From an optimization exercise on the open Yosys and OpenROAD flow, aimed at small area and a short achievable clock period; shortcuts taken in it are not production practice. The RTL was checked by simulation tests, not by an equivalence proof against the original design. Power figures rest on the tool's default switching activity, not on a simulated workload.

==> inputs of wip/ember <==
## shifter_io_wrapper
module shifter_io_wrapper #(
    parameter integer WIDTH = 32,
    parameter integer BLOCK = 16
)(
    input  wire             clk,
    input  wire             v_in,
    input  wire [1:0]       opcode,
    input  wire [4:0]       shamt,
    input  wire [31:0]      din,
    output reg  [31:0]      dout,
    output reg              v_out
);
    genvar i;
    wire [1:0] is_left, is_leftn;
    nor2_cell u_l0  (.a(opcode[1]), .b(opcode[0]), .y(is_left[0]));
    nor2_cell u_l1  (.a(opcode[1]), .b(opcode[0]), .y(is_left[1]));
    or2_cell  u_ln0 (.a(opcode[1]), .b(opcode[0]), .y(is_leftn[0]));
    or2_cell  u_ln1 (.a(opcode[1]), .b(opcode[0]), .y(is_leftn[1]));
    wire fill     = (opcode == 2'b10) & din[31];
    wire filln    = ~fill;
    wire [4:3] shn = ~shamt[4:3];
    wire [31:0] d1;    
    wire [31:0] d2;    
    wire [31:0] d3;    
    generate
        for (i = 0; i < 32; i = i + 1) begin : g_s1
            mux_inv u_rev (.a(din[i]), .b(din[31-i]), .s(is_left[i / 16]), .sn(is_leftn[i / 16]), .y(d1[i]));
            mux_inv u_16 (.a(d1[i]), .b(i + 16 < 32 ? d1[(i + 16) % 32] : filln),
                          .s(shamt[4]), .sn(shn[4]), .y(d2[i]));
            mux_inv u_8  (.a(d2[i]), .b(i + 8 < 32 ? d2[(i + 8) % 32] : fill),
                          .s(shamt[3]), .sn(shn[3]), .y(d3[i]));
        end
    endgenerate
    wire shn2b, sh2b;
    inv_cell u_shn2b (.a(shamt[2]), .y(shn2b));
    inv_cell u_sh2b  (.a(shn2b), .y(sh2b));
    reg [31:0] m_datan;             
    reg [2:0]  m_sh, m_shn;
    reg        m_sh2b, m_shn2b;     
    reg        m_left, m_leftn;
    reg        m_fill, m_v;
    always @(posedge clk) begin
        m_datan <= d3;
        m_sh    <= shamt[2:0];
        m_shn   <= ~shamt[2:0];
        m_sh2b  <= sh2b;
        m_shn2b <= shn2b;
        m_left  <= is_left[0];
        m_leftn <= is_leftn[0];
        m_fill  <= fill;
        m_v     <= v_in;
    end
    wire m_filln = ~m_fill;
    wire [31:0] e1;    
  ...
clock: 2.5 ns
lec_check: 0
cap_margin: 20
core_margin: 2
core_utilization: 40
setup_slack_margin: 1.05
slew_margin: 20
synth_hierarchical: 1
standard.sh (not shown) runs the stock make flow with config.mk's settings and CLKGATE_MAP_FILE= SYNTH_SCRIPT=/design/flow/synth_recipe.tcl, a recipe that flattens the netlist after the stock synthesis.
==> flow/flow/run.sh <==
#!/bin/bash
# Standard ORFS layout, with the port buffers made of the smallest buffer and
# a clock tree built without dummy balancing loads.
set -euo pipefail
bash standard.sh "BUFFER_PORTS_ARGS=-buffer_cell sky130_fd_sc_hd__buf_1" \
  "CTS_ARGS=-sink_clustering_enable -repair_clock_nets -dont_use_dummy_load" finish > standard_flow.log 2>&1
==> wip/onyx (differences from wip/ember) <==
==> flow/flow/run.sh (replaced) <==
#!/bin/bash
# Standard ORFS layout, with the port buffers made of the smallest buffer and
# a clock tree built without dummy balancing loads.
set -euo pipefail
bash standard.sh "BUFFER_PORTS_ARGS=-buffer_cell sky130_fd_sc_hd__buf_1" \
  "CTS_ARGS=-sink_clustering_enable -repair_clock_nets -dont_use_dummy_load -buf_list sky130_fd_sc_hd__clkbuf_4" RECOVER_POWER=100 finish > standard_flow.log 2>&1
Settings changed: CORE_UTILIZATION 40 to 50, SETUP_SLACK_MARGIN 1.05 to 1.1.
==> wip/fjord (differences from wip/ember) <==
==> flow/flow/run.sh (replaced) <==
#!/bin/bash
# Standard ORFS layout, with the port buffers made of the smallest buffer and
# a clock tree built without dummy balancing loads.
set -euo pipefail
bash standard.sh "BUFFER_PORTS_ARGS=-buffer_cell sky130_fd_sc_hd__buf_1" \
  "CTS_ARGS=-sink_clustering_enable -repair_clock_nets -dont_use_dummy_load -buf_list sky130_fd_sc_hd__clkbuf_4" finish > standard_flow.log 2>&1
Settings changed: CAP_MARGIN 20 to 10, CORE_UTILIZATION 40 to 45, SETUP_SLACK_MARGIN 1.05 to 1.1, SLEW_MARGIN 20 to 10.
==> impl_metrics.py <==
metrics = {
    "power_and_ir_drop": {
        "p_clk_w": 0.000683,
        "power_leakage_nw": 1.26,
        "pwr-share-comb_pct": 22.2,
        "powerDensity_nw_per_um2": 732,
    },
    "finish": {
        "dominant_cells": "sequential cells",
        "final-clk-cell-share_pct": 3.31,
        "multi_input_area_share_pct": 41.1,
    },
    "worst_setup_path": {
        "worstPathRequired_ns": 2.69,
        "arrival_ns": 1.57,
        "startpoint_type": "input port",
    },
    "floorplan": {
        "die_height_um": 91.9,
    },
    "sta": {
        "fin_crit_sh_pct": 54.9,
    },
    "outcome": {
        "status": "timing/DRC/antenna clean",
    },
    "drt": {
        "wl_met3_um": 532,
    },
}
Source of the figures above: wip/ember

==> impl_metrics.py <==
metrics = {
    "power_and_ir_drop": {
        "power_leakage_nw": 1.24,
    },
    "drt": {
        "wl_met3_um": 432,
    },
    "sta": {
        "fin_crit_sh_pct": 73.1,
    },
    "worst_setup_path": {
        "arrival_ns": 2.10,
        "worstPathRequired_ns": 2.77,
    },
    "floorplan": {
        "die_height_um": 82.6,
    },
    "finish": {
        "multi_input_area_share_pct": 42.7,
    },
    "outcome": {
        "status": "timing/DRC/antenna clean",
    },
}
Source of the figures above: wip/onyx

==> impl_metrics.py <==
metrics = {
    "power_and_ir_drop": {
        "powerDensity_nw_per_um2": 671,
        "pwr-share-comb_pct": 25.5,
        "p_clk_w": 0.000503,
        "power_leakage_nw": 1.36,
    },
    "floorplan": {
        "dieArea_um2": 7540,
        "die_height_um": 86.9,
        "core_area_um2": 6720,
    },
    "worst_setup_path": {
        "arrival_ns": 1.66,
        "startpoint_type": "flop",
    },
    "sta": {
        "tightest_slew_ns": 0.529,
        "tns_ns": 0,
    },
    "finish": {
        "dominant_cells": "multi-input gates",
        "multi_input_area_share_pct": 44.4,
        "final-clk-cell-share_pct": 1.72,
    },
    "drt": {
        "drt_iter0_drc": 186,
    },
    "cts": {
        "postCtsHoldBufs": 0,
    },
    "outcome": {
        "status": "timing/DRC/antenna clean",
    },
}
Source of the figures above: wip/fjord


========
==> maple: inputs <==
shifter_io_wrapper again, from the RTL that the note above started with.
export LEC_CHECK = 0
export CAP_MARGIN = 20
export CORE_MARGIN = 2
export CORE_UTILIZATION = 50
export SETUP_SLACK_MARGIN = 1.05
export SLEW_MARGIN = 20
export SYNTH_HIERARCHICAL = 1
create_clock -name core_clock -period 2.5 [get_ports {clk}]
==> flow/flow/run.sh <==
#!/bin/bash
# Standard ORFS layout, with the port buffers made of the smallest buffer and
# a clock tree built without dummy balancing loads.
set -euo pipefail
bash standard.sh "BUFFER_PORTS_ARGS=-buffer_cell sky130_fd_sc_hd__buf_1" \
  "CTS_ARGS=-sink_clustering_enable -repair_clock_nets -dont_use_dummy_load -buf_list sky130_fd_sc_hd__clkbuf_4" finish > standard_flow.log 2>&1
==> indigo: changes against maple <==
==> flow/flow/run.sh (replaced) <==
#!/bin/bash
# Standard ORFS layout, with the port buffers made of the smallest buffer and
# a clock tree built without dummy balancing loads.
set -euo pipefail
bash standard.sh "BUFFER_PORTS_ARGS=-buffer_cell sky130_fd_sc_hd__buf_1" \
  "CTS_ARGS=-sink_clustering_enable -repair_clock_nets -dont_use_dummy_load" finish > standard_flow.log 2>&1
--- a/flow/config.mk
+++ b/flow/config.mk
@@ -9,4 +9,4 @@
 export CORE_MARGIN = 2
-export CORE_UTILIZATION = 50
-export SETUP_SLACK_MARGIN = 1.05
+export CORE_UTILIZATION = 40
+export SETUP_SLACK_MARGIN = 1.15
 export SLEW_MARGIN = 20
==> comparison table <==
item                                                                          indigo            maple
Outcome                                                     timing/DRC/antenna clean  timing/DRC/antenna clean
Standard-cell rows                                                                32               28
Seq pwr share                                                                  53.1%            56.7%
Detailed-routed wire length on met3                                           510 µm           505 µm
Number of signal-net inverters in the final layout                                 9                8
Worst IR drop on VDD                                                      0.000227 V       0.000393 V
Clock slew seen by the registers of the worst setup and hold paths           0.07 ns          0.12 ns
CP Capture Point                                                    dout[18]$_DFF_P_  dout[3]$_DFF_P_
Power of the sequential group                                                1.47 mW          1.45 mW
Launching element of the worst setup path                            m_shn2b$_DFF_P_  m_sh[2]$_DFF_P_
Routed wirelength normalized by instance count                               16.6 µm          16.4 µm
Horiz. Die Dim                                                               91.9 µm          82.6 µm
Number of DRC markers in iteration 0                                             196              215
Sw power                                                                      800 µW           755 µW
Area growth from synthesis to final layout                                     26.5%            17.9%
Power Internal                                                               1.97 mW          1.79 mW
Final core utilization                                                         51.4%            61.2%
Static leakage power                                                         1.32 nW          1.23 nW

[separate check: timing with driven ports]
Ports are ideal in the flow. The routed layouts listed here were re-timed in OpenROAD.
Step 1 sets driving cells, clkbuf_16 on the clock port and buf_2 on the other inputs (assumed; they add their load-dependent delay and slew).
Step 2 also shifts input and output timing later by t, the mid clock arrival at the registers, as if the neighbouring blocks saw the same clock.
Three values: ideal ports, drivers, drivers and shift; two values: the first two.
| run | t (ns) | setup slack, ns | worst setup path after step 2 |
|---|---|---|---|
| wip/ember | 0.361 | 1.128 / 1.133 / 0.775 | input to register |
| wip/onyx | 0.427 | 0.673 / 0.679 / 0.252 | input to register |
| wip/fjord | 0.418 | 1.123 / 1.112 / 0.729 | input to register |
| maple | 0.419 | 1.113 / 1.107 / 0.756 | input to register |
| indigo | 0.364 | 1.141 / 1.141 / 0.840 | input to register |
After both steps every run listed still meets setup and hold. For wip/onyx, which loses most, drivers alone change the setup slack by +0.006 ns; drivers and shift together by -0.421 ns.
